What follows belongs to an exercise in optimizing a design on an open flow for small area and a short achievable clock period; a production flow would make more cautious choices. RTL that was checked went through simulation tests only; none was proved equivalent to the original.

==> inputs of lagoon <==
// processor
module processor
#(
	parameter DATA_WIDTH 	= 32,
	parameter OPCODE_WIDTH 	= 4,
	parameter ALU_OP_WIDTH  = 3,
	parameter DATAMEM_WIDTH = 8,
	parameter INSADDR_WIDTH	= 8,
	parameter INS_WIDTH		= OPCODE_WIDTH + DATAMEM_WIDTH
)
(
	input          clk, rst,
	input          [	INS_WIDTH-1:0] 	instr,
	output         [INSADDR_WIDTH-1:0] 	instr_addr,
	output         mem_wr,
	output         [ DATAMEM_WIDTH-1:0]	mem_addr,
	input  signed  [	DATA_WIDTH-1:0] mem_data_in,
	output signed  [	DATA_WIDTH-1:0] mem_data_out
);
==> flow/config.mk <==
export PLATFORM = sky130hd
export DESIGN_NAME = processor
export DESIGN_NICKNAME = processor
export VERILOG_FILES = /design/flow/design.v
export SDC_FILE = /design/flow/constraint.sdc
export NUM_CORES = 4
export LEC_CHECK = 0
export ABC_AREA = 1
export CAP_MARGIN = 20
export CORE_MARGIN = 2
export CORE_UTILIZATION = 40
export CTS_BUF_LIST = sky130_fd_sc_hd__clkbuf_4 sky130_fd_sc_hd__clkbuf_8
export SETUP_SLACK_MARGIN = 4
export SLEW_MARGIN = 20
==> flow/constraint.sdc <==
create_clock -name core_clock -period 10.0 [get_ports {clk}]
set_input_delay 2.0000 -clock core_clock [delete_from_list [all_inputs] [get_ports {clk}]]
set_output_delay 2.0000 -clock core_clock [all_outputs]
set_load 0.01 [all_outputs]
standard.sh (not shown) runs the stock make flow with config.mk's settings and CLKGATE_MAP_FILE= SYNTH_SCRIPT=/design/flow/synth_recipe.tcl, a recipe that flattens the netlist after the stock synthesis.
==> flow/flow/run.sh <==
#!/bin/bash
# Layout flow: the standard flow (standard.sh: ORFS synthesis to final
# layout, unchanged), with the port buffers made of plain buffers
# (sky130_fd_sc_hd__buf_N) instead of the delay buffer the resizer picks by
# default. Every input and output port still gets its own buffer.
export BUFFER_PORTS_ARGS="-buffer_cell sky130_fd_sc_hd__buf_${PORT_BUF:-2}"
bash standard.sh > standard.log 2>&1
==> juniper (differences from lagoon) <==
--- a/flow/design.v
+++ b/flow/design.v
@@ -501,96 +501,72 @@
 wire G19_18 = g[25] | (p[25] & g[24]);
 wire P19_18 = p[25] & p[24];
 wire G21_20 = g[27] | (p[27] & g[26]);
 wire P21_20 = p[27] & p[26];
 wire G23_22 = g[29] | (p[29] & g[28]);
 wire P23_22 = p[29] & p[28];
-wire G2_0 = g[8] | (p[8] & G1_0);
-wire P2_0 = p[8] & P1_0;
 wire G3_0 = G3_2 | (P3_2 & G1_0);
 wire P3_0 = P3_2 & P1_0;
-wire G6_4 = g[12] | (p[12] & G5_4);
-wire P6_4 = p[12] & P5_4;
 wire G7_4 = G7_6 | (P7_6 & G5_4);
 wire P7_4 = P7_6 & P5_4;
-wire G10_8 = g[16] | (p[16] & G9_8);
-wire P10_8 = p[16] & P9_8;
 wire G11_8 = G11_10 | (P11_10 & G9_8);
 wire P11_8 = P11_10 & P9_8;
-wire G14_12 = g[20] | (p[20] & G13_12);
-wire P14_12 = p[20] & P13_12;
 wire G15_12 = G15_14 | (P15_14 & G13_12);
 wire P15_12 = P15_14 & P13_12;
-wire G18_16 = g[24] | (p[24] & G17_16);
-wire P18_16 = p[24] & P17_16;
 wire G19_16 = G19_18 | (P19_18 & G17_16);
 wire P19_16 = P19_18 & P17_16;
-wire G22_20 = g[28] | (p[28] & G21_20);
-wire P22_20 = p[28] & P21_20;
 wire G23_20 = G23_22 | (P23_22 & G21_20);
 wire P23_20 = P23_22 & P21_20;
-wire G4_0 = g[10] | (p[10] & G3_0);
-wire P4_0 = p[10] & P3_0;
-wire G5_0 = G5_4 | (P5_4 & G3_0);
-wire P5_0 = P5_4 & P3_0;
-wire G6_0 = G6_4 | (P6_4 & G3_0);
-wire P6_0 = P6_4 & P3_0;
 wire G7_0 = G7_4 | (P7_4 & G3_0);
 wire P7_0 = P7_4 & P3_0;
-wire G12_8 = g[18] | (p[18] & G11_8);
-wire P12_8 = p[18] & P11_8;
-wire G13_8 = G13_12 | (P13_12 & G11_8);
-wire P13_8 = P13_12 & P11_8;
-wire G14_8 = G14_12 | (P14_12 & G11_8);
-wire P14_8 = P14_12 & P11_8;
 wire G15_8 = G15_12 | (P15_12 & G11_8);
 wire P15_8 = P15_12 & P11_8;
-wire G20_16 = g[26] | (p[26] & G19_16);
-wire P20_16 = p[26] & P19_16;
-wire G21_16 = G21_20 | (P21_20 & G19_16);
-wire P21_16 = P21_20 & P19_16;
-wire G22_16 = G22_20 | (P22_20 & G19_16);
-wire P22_16 = P22_20 & P19_16;
 wire G23_16 = G23_20 | (P23_20 & G19_16);
 wire P23_16 = P23_20 & P19_16;
-wire G8_0 = g[14] | (p[14] & G7_0);
-wire P8_0 = p[14] & P7_0;
-wire G9_0 = G9_8 | (P9_8 & G7_0);
-wire P9_0 = P9_8 & P7_0;
-wire G10_0 = G10_8 | (P10_8 & G7_0);
-wire P10_0 = P10_8 & P7_0;
-wire G11_0 = G11_8 | (P11_8 & G7_0);
-wire P11_0 = P11_8 & P7_0;
-wire G12_0 = G12_8 | (P12_8 & G7_0);
-wire P12_0 = P12_8 & P7_0;
-wire G13_0 = G13_8 | (P13_8 & G7_0);
-wire P13_0 = P13_8 & P7_0;
-wire G14_0 = G14_8 | (P14_8 & G7_0);
-wire P14_0 = P14_8 & P7_0;
 wire G15_0 = G15_8 | (P15_8 & G7_0);
 wire P15_0 = P15_8 & P7_0;
-wire G24_16 = g[30] | (p[30] & G23_16);
-wire P24_16 = p[30] & P23_16;
-wire G16_0 = g[22] | (p[22] & G15_0);
-wire P16_0 = p[22] & P15_0;
-wire G17_0 = G17_16 | (P17_16 & G15_0);
-wire P17_0 = P17_16 & P15_0;
-wire G18_0 = G18_16 | (P18_16 & G15_0);
-wire P18_0 = P18_16 & P15_0;
-wire G19_0 = G19_16 | (P19_16 & G15_0);
-wire P19_0 = P19_16 & P15_0;
-wire G20_0 = G20_16 | (P20_16 & G15_0);
-wire P20_0 = P20_16 & P15_0;
-wire G21_0 = G21_16 | (P21_16 & G15_0);
-wire P21_0 = P21_16 & P15_0;
-wire G22_0 = G22_16 | (P22_16 & G15_0);
-wire P22_0 = P22_16 & P15_0;
 wire G23_0 = G23_16 | (P23_16 & G15_0);
 wire P23_0 = P23_16 & P15_0;
-wire G24_0 = G24_16 | (P24_16 & G15_0);
-wire P24_0 = P24_16 & P15_0;
+wire G11_0 = G11_8 | (P11_8 & G7_0);
+wire P11_0 = P11_8 & P7_0;
+wire G19_0 = G19_16 | (P19_16 & G15_0);
+wire P19_0 = P19_16 & P15_0;
+wire G5_0 = G5_4 | (P5_4 & G3_0);
+wire P5_0 = P5_4 & P3_0;
+wire G9_0 = G9_8 | (P9_8 & G7_0);
+wire P9_0 = P9_8 & P7_0;
+wire G13_0 = G13_12 | (P13_12 & G11_0);
+wire P13_0 = P13_12 & P11_0;
+wire G17_0 = G17_16 | (P17_16 & G15_0);
+wire P17_0 = P17_16 & P15_0;
+wire G21_0 = G21_20 | (P21_20 & G19_0);
+wire P21_0 = P21_20 & P19_0;
+wire G2_0 = g[8] | (p[8] & G1_0);
+wire P2_0 = p[8] & P1_0;
+wire G4_0 = g[10] | (p[10] & G3_0);
+wire P4_0 = p[10] & P3_0;
+wire G6_0 = g[12] | (p[12] & G5_0);
+wire P6_0 = p[12] & P5_0;
+wire G8_0 = g[14] | (p[14] & G7_0);
+wire P8_0 = p[14] & P7_0;
+wire G10_0 = g[16] | (p[16] & G9_0);
+wire P10_0 = p[16] & P9_0;
+wire G12_0 = g[18] | (p[18] & G11_0);
+wire P12_0 = p[18] & P11_0;
+wire G14_0 = g[20] | (p[20] & G13_0);
+wire P14_0 = p[20] & P13_0;
+wire G16_0 = g[22] | (p[22] & G15_0);
+wire P16_0 = p[22] & P15_0;
+wire G18_0 = g[24] | (p[24] & G17_0);
+wire P18_0 = p[24] & P17_0;
+wire G20_0 = g[26] | (p[26] & G19_0);
+wire P20_0 = p[26] & P19_0;
+wire G22_0 = g[28] | (p[28] & G21_0);
+wire P22_0 = p[28] & P21_0;
+wire G24_0 = g[30] | (p[30] & G23_0);
+wire P24_0 = p[30] & P23_0;
 assign cy[7] = g[6] | (p[6] & cy[6]);
 assign cy[8] = G1_0 | (P1_0 & cy[6]);
 assign cy[9] = G2_0 | (P2_0 & cy[6]);
 assign cy[10] = G3_0 | (P3_0 & cy[6]);
 assign cy[11] = G4_0 | (P4_0 & cy[6]);
 assign cy[12] = G5_0 | (P5_0 & cy[6]);
Settings changed: SETUP_SLACK_MARGIN 4 to 3.6.
==> garnet (differences from lagoon) <==
--- a/flow/design.v
+++ b/flow/design.v
@@ -501,96 +501,72 @@
 wire G19_18 = g[25] | (p[25] & g[24]);
 wire P19_18 = p[25] & p[24];
 wire G21_20 = g[27] | (p[27] & g[26]);
 wire P21_20 = p[27] & p[26];
 wire G23_22 = g[29] | (p[29] & g[28]);
 wire P23_22 = p[29] & p[28];
-wire G2_0 = g[8] | (p[8] & G1_0);
-wire P2_0 = p[8] & P1_0;
 wire G3_0 = G3_2 | (P3_2 & G1_0);
 wire P3_0 = P3_2 & P1_0;
-wire G6_4 = g[12] | (p[12] & G5_4);
-wire P6_4 = p[12] & P5_4;
 wire G7_4 = G7_6 | (P7_6 & G5_4);
 wire P7_4 = P7_6 & P5_4;
-wire G10_8 = g[16] | (p[16] & G9_8);
-wire P10_8 = p[16] & P9_8;
 wire G11_8 = G11_10 | (P11_10 & G9_8);
 wire P11_8 = P11_10 & P9_8;
-wire G14_12 = g[20] | (p[20] & G13_12);
-wire P14_12 = p[20] & P13_12;
 wire G15_12 = G15_14 | (P15_14 & G13_12);
 wire P15_12 = P15_14 & P13_12;
-wire G18_16 = g[24] | (p[24] & G17_16);
-wire P18_16 = p[24] & P17_16;
 wire G19_16 = G19_18 | (P19_18 & G17_16);
 wire P19_16 = P19_18 & P17_16;
-wire G22_20 = g[28] | (p[28] & G21_20);
-wire P22_20 = p[28] & P21_20;
 wire G23_20 = G23_22 | (P23_22 & G21_20);
 wire P23_20 = P23_22 & P21_20;
-wire G4_0 = g[10] | (p[10] & G3_0);
-wire P4_0 = p[10] & P3_0;
-wire G5_0 = G5_4 | (P5_4 & G3_0);
-wire P5_0 = P5_4 & P3_0;
-wire G6_0 = G6_4 | (P6_4 & G3_0);
-wire P6_0 = P6_4 & P3_0;
 wire G7_0 = G7_4 | (P7_4 & G3_0);
 wire P7_0 = P7_4 & P3_0;
-wire G12_8 = g[18] | (p[18] & G11_8);
-wire P12_8 = p[18] & P11_8;
-wire G13_8 = G13_12 | (P13_12 & G11_8);
-wire P13_8 = P13_12 & P11_8;
-wire G14_8 = G14_12 | (P14_12 & G11_8);
-wire P14_8 = P14_12 & P11_8;
 wire G15_8 = G15_12 | (P15_12 & G11_8);
 wire P15_8 = P15_12 & P11_8;
-wire G20_16 = g[26] | (p[26] & G19_16);
-wire P20_16 = p[26] & P19_16;
-wire G21_16 = G21_20 | (P21_20 & G19_16);
-wire P21_16 = P21_20 & P19_16;
-wire G22_16 = G22_20 | (P22_20 & G19_16);
-wire P22_16 = P22_20 & P19_16;
 wire G23_16 = G23_20 | (P23_20 & G19_16);
 wire P23_16 = P23_20 & P19_16;
-wire G8_0 = g[14] | (p[14] & G7_0);
-wire P8_0 = p[14] & P7_0;
-wire G9_0 = G9_8 | (P9_8 & G7_0);
-wire P9_0 = P9_8 & P7_0;
-wire G10_0 = G10_8 | (P10_8 & G7_0);
-wire P10_0 = P10_8 & P7_0;
-wire G11_0 = G11_8 | (P11_8 & G7_0);
-wire P11_0 = P11_8 & P7_0;
-wire G12_0 = G12_8 | (P12_8 & G7_0);
-wire P12_0 = P12_8 & P7_0;
-wire G13_0 = G13_8 | (P13_8 & G7_0);
-wire P13_0 = P13_8 & P7_0;
-wire G14_0 = G14_8 | (P14_8 & G7_0);
-wire P14_0 = P14_8 & P7_0;
 wire G15_0 = G15_8 | (P15_8 & G7_0);
 wire P15_0 = P15_8 & P7_0;
-wire G24_16 = g[30] | (p[30] & G23_16);
-wire P24_16 = p[30] & P23_16;
-wire G16_0 = g[22] | (p[22] & G15_0);
-wire P16_0 = p[22] & P15_0;
-wire G17_0 = G17_16 | (P17_16 & G15_0);
-wire P17_0 = P17_16 & P15_0;
-wire G18_0 = G18_16 | (P18_16 & G15_0);
-wire P18_0 = P18_16 & P15_0;
-wire G19_0 = G19_16 | (P19_16 & G15_0);
-wire P19_0 = P19_16 & P15_0;
-wire G20_0 = G20_16 | (P20_16 & G15_0);
-wire P20_0 = P20_16 & P15_0;
-wire G21_0 = G21_16 | (P21_16 & G15_0);
-wire P21_0 = P21_16 & P15_0;
-wire G22_0 = G22_16 | (P22_16 & G15_0);
-wire P22_0 = P22_16 & P15_0;
 wire G23_0 = G23_16 | (P23_16 & G15_0);
 wire P23_0 = P23_16 & P15_0;
-wire G24_0 = G24_16 | (P24_16 & G15_0);
-wire P24_0 = P24_16 & P15_0;
+wire G11_0 = G11_8 | (P11_8 & G7_0);
+wire P11_0 = P11_8 & P7_0;
+wire G19_0 = G19_16 | (P19_16 & G15_0);
+wire P19_0 = P19_16 & P15_0;
+wire G5_0 = G5_4 | (P5_4 & G3_0);
+wire P5_0 = P5_4 & P3_0;
+wire G9_0 = G9_8 | (P9_8 & G7_0);
+wire P9_0 = P9_8 & P7_0;
+wire G13_0 = G13_12 | (P13_12 & G11_0);
+wire P13_0 = P13_12 & P11_0;
+wire G17_0 = G17_16 | (P17_16 & G15_0);
+wire P17_0 = P17_16 & P15_0;
+wire G21_0 = G21_20 | (P21_20 & G19_0);
+wire P21_0 = P21_20 & P19_0;
+wire G2_0 = g[8] | (p[8] & G1_0);
+wire P2_0 = p[8] & P1_0;
+wire G4_0 = g[10] | (p[10] & G3_0);
+wire P4_0 = p[10] & P3_0;
+wire G6_0 = g[12] | (p[12] & G5_0);
+wire P6_0 = p[12] & P5_0;
+wire G8_0 = g[14] | (p[14] & G7_0);
+wire P8_0 = p[14] & P7_0;
+wire G10_0 = g[16] | (p[16] & G9_0);
+wire P10_0 = p[16] & P9_0;
+wire G12_0 = g[18] | (p[18] & G11_0);
+wire P12_0 = p[18] & P11_0;
+wire G14_0 = g[20] | (p[20] & G13_0);
+wire P14_0 = p[20] & P13_0;
+wire G16_0 = g[22] | (p[22] & G15_0);
+wire P16_0 = p[22] & P15_0;
+wire G18_0 = g[24] | (p[24] & G17_0);
+wire P18_0 = p[24] & P17_0;
+wire G20_0 = g[26] | (p[26] & G19_0);
+wire P20_0 = p[26] & P19_0;
+wire G22_0 = g[28] | (p[28] & G21_0);
+wire P22_0 = p[28] & P21_0;
+wire G24_0 = g[30] | (p[30] & G23_0);
+wire P24_0 = p[30] & P23_0;
 assign cy[7] = g[6] | (p[6] & cy[6]);
 assign cy[8] = G1_0 | (P1_0 & cy[6]);
 assign cy[9] = G2_0 | (P2_0 & cy[6]);
 assign cy[10] = G3_0 | (P3_0 & cy[6]);
 assign cy[11] = G4_0 | (P4_0 & cy[6]);
 assign cy[12] = G5_0 | (P5_0 & cy[6]);
==> flow/flow/run.sh (replaced) <==
#!/bin/bash
# Layout flow: the standard flow (standard.sh: ORFS synthesis to final
# layout, unchanged), with the port buffers made of plain buffers
# (sky130_fd_sc_hd__buf_N) instead of the delay buffer the resizer picks by
# default. Every input and output port still gets its own buffer.
export BUFFER_PORTS_ARGS="-buffer_cell sky130_fd_sc_hd__buf_1"
bash standard.sh > standard.log 2>&1
==> summary.txt <==
metric                                                                     juniper                   lagoon                   garnet
Final cycle utilization of the critical path                                 60.9%                    58.4%                    58.0%
Reg-to-reg slack, setup                                                    4.06 ns                  4.23 ns                  4.32 ns
Multi-input logic area                                                    6470 µm²                 7250 µm²                 6810 µm²
Cell area after layout                                                    9570 µm²                10300 µm²                10400 µm²
Critical path data required time                                          10.27 ns                 10.21 ns                 10.25 ns
Simple-gate area share of the yosys netlist                                  11.6%                    17.0%                    11.6%
Worst-case clock skew                                                    0.0253 ns                0.0147 ns                0.0171 ns
Result of the run                                          complete, no violations  complete, no violations  complete, no violations
Register Area                                                             1200 µm²                 1200 µm²                 1200 µm²
Tap cells                                                                      275                      280                      275
Placeable Area                                                           21000 µm²                22000 µm²                21000 µm²
Clock insertion delay at the later pin of the skew report                  0.36 ns                  0.33 ns                  0.36 ns
Launch point of the worst hold path                                      pc.cnt[7]                pc.cnt[0]                pc.cnt[7]
Wire length of the first global-routing pass                              41800 µm                 47800 µm                 43200 µm
Proportion of cell area occupied by multi-input gates                        67.7%                    70.1%                    65.6%
Reg-to-Reg Start                                                           acc[13]                   acc[7]                   acc[5]
The RTL of lagoon was laid out without a check of its function.

## separate check: timing with driven ports
The results above use ideal ports. As a check the final layouts listed here were re-extracted and re-timed, cells and wires unchanged. Step 1, drivers: a clkbuf_16 drives clk and a buf_2 each remaining input, both assumed. Step 2 adds t to the input delays and takes it off the output delays; t is the mean of the earliest and latest rising clock arrival at the registers after step 1. Input paths then give back, and output paths get back, about the clock's delay inside the block. a / b / c = ideal / step 1 / step 2; a / b = the first two.
run | t, ns | slack for setup (ns) | worst setup path at the end | slew at the worst register clock pin (ns) | worst data-port slew with drivers (ns)
lagoon | 0.354 | 4.158 / 4.171 / 3.817 | input to register | 0.12 / 0.12 | 0.04
juniper | 0.390 | 3.913 / 3.936 / 3.546 | input to register | 0.13 / 0.13 | 0.03
garnet | 0.390 | 4.204 / 4.224 / 3.834 | input to register | 0.12 / 0.12 | 0.06
After both steps every run listed still meets setup and hold. For garnet, which loses most, drivers alone change the setup slack by +0.020 ns; drivers and shift together by -0.370 ns.
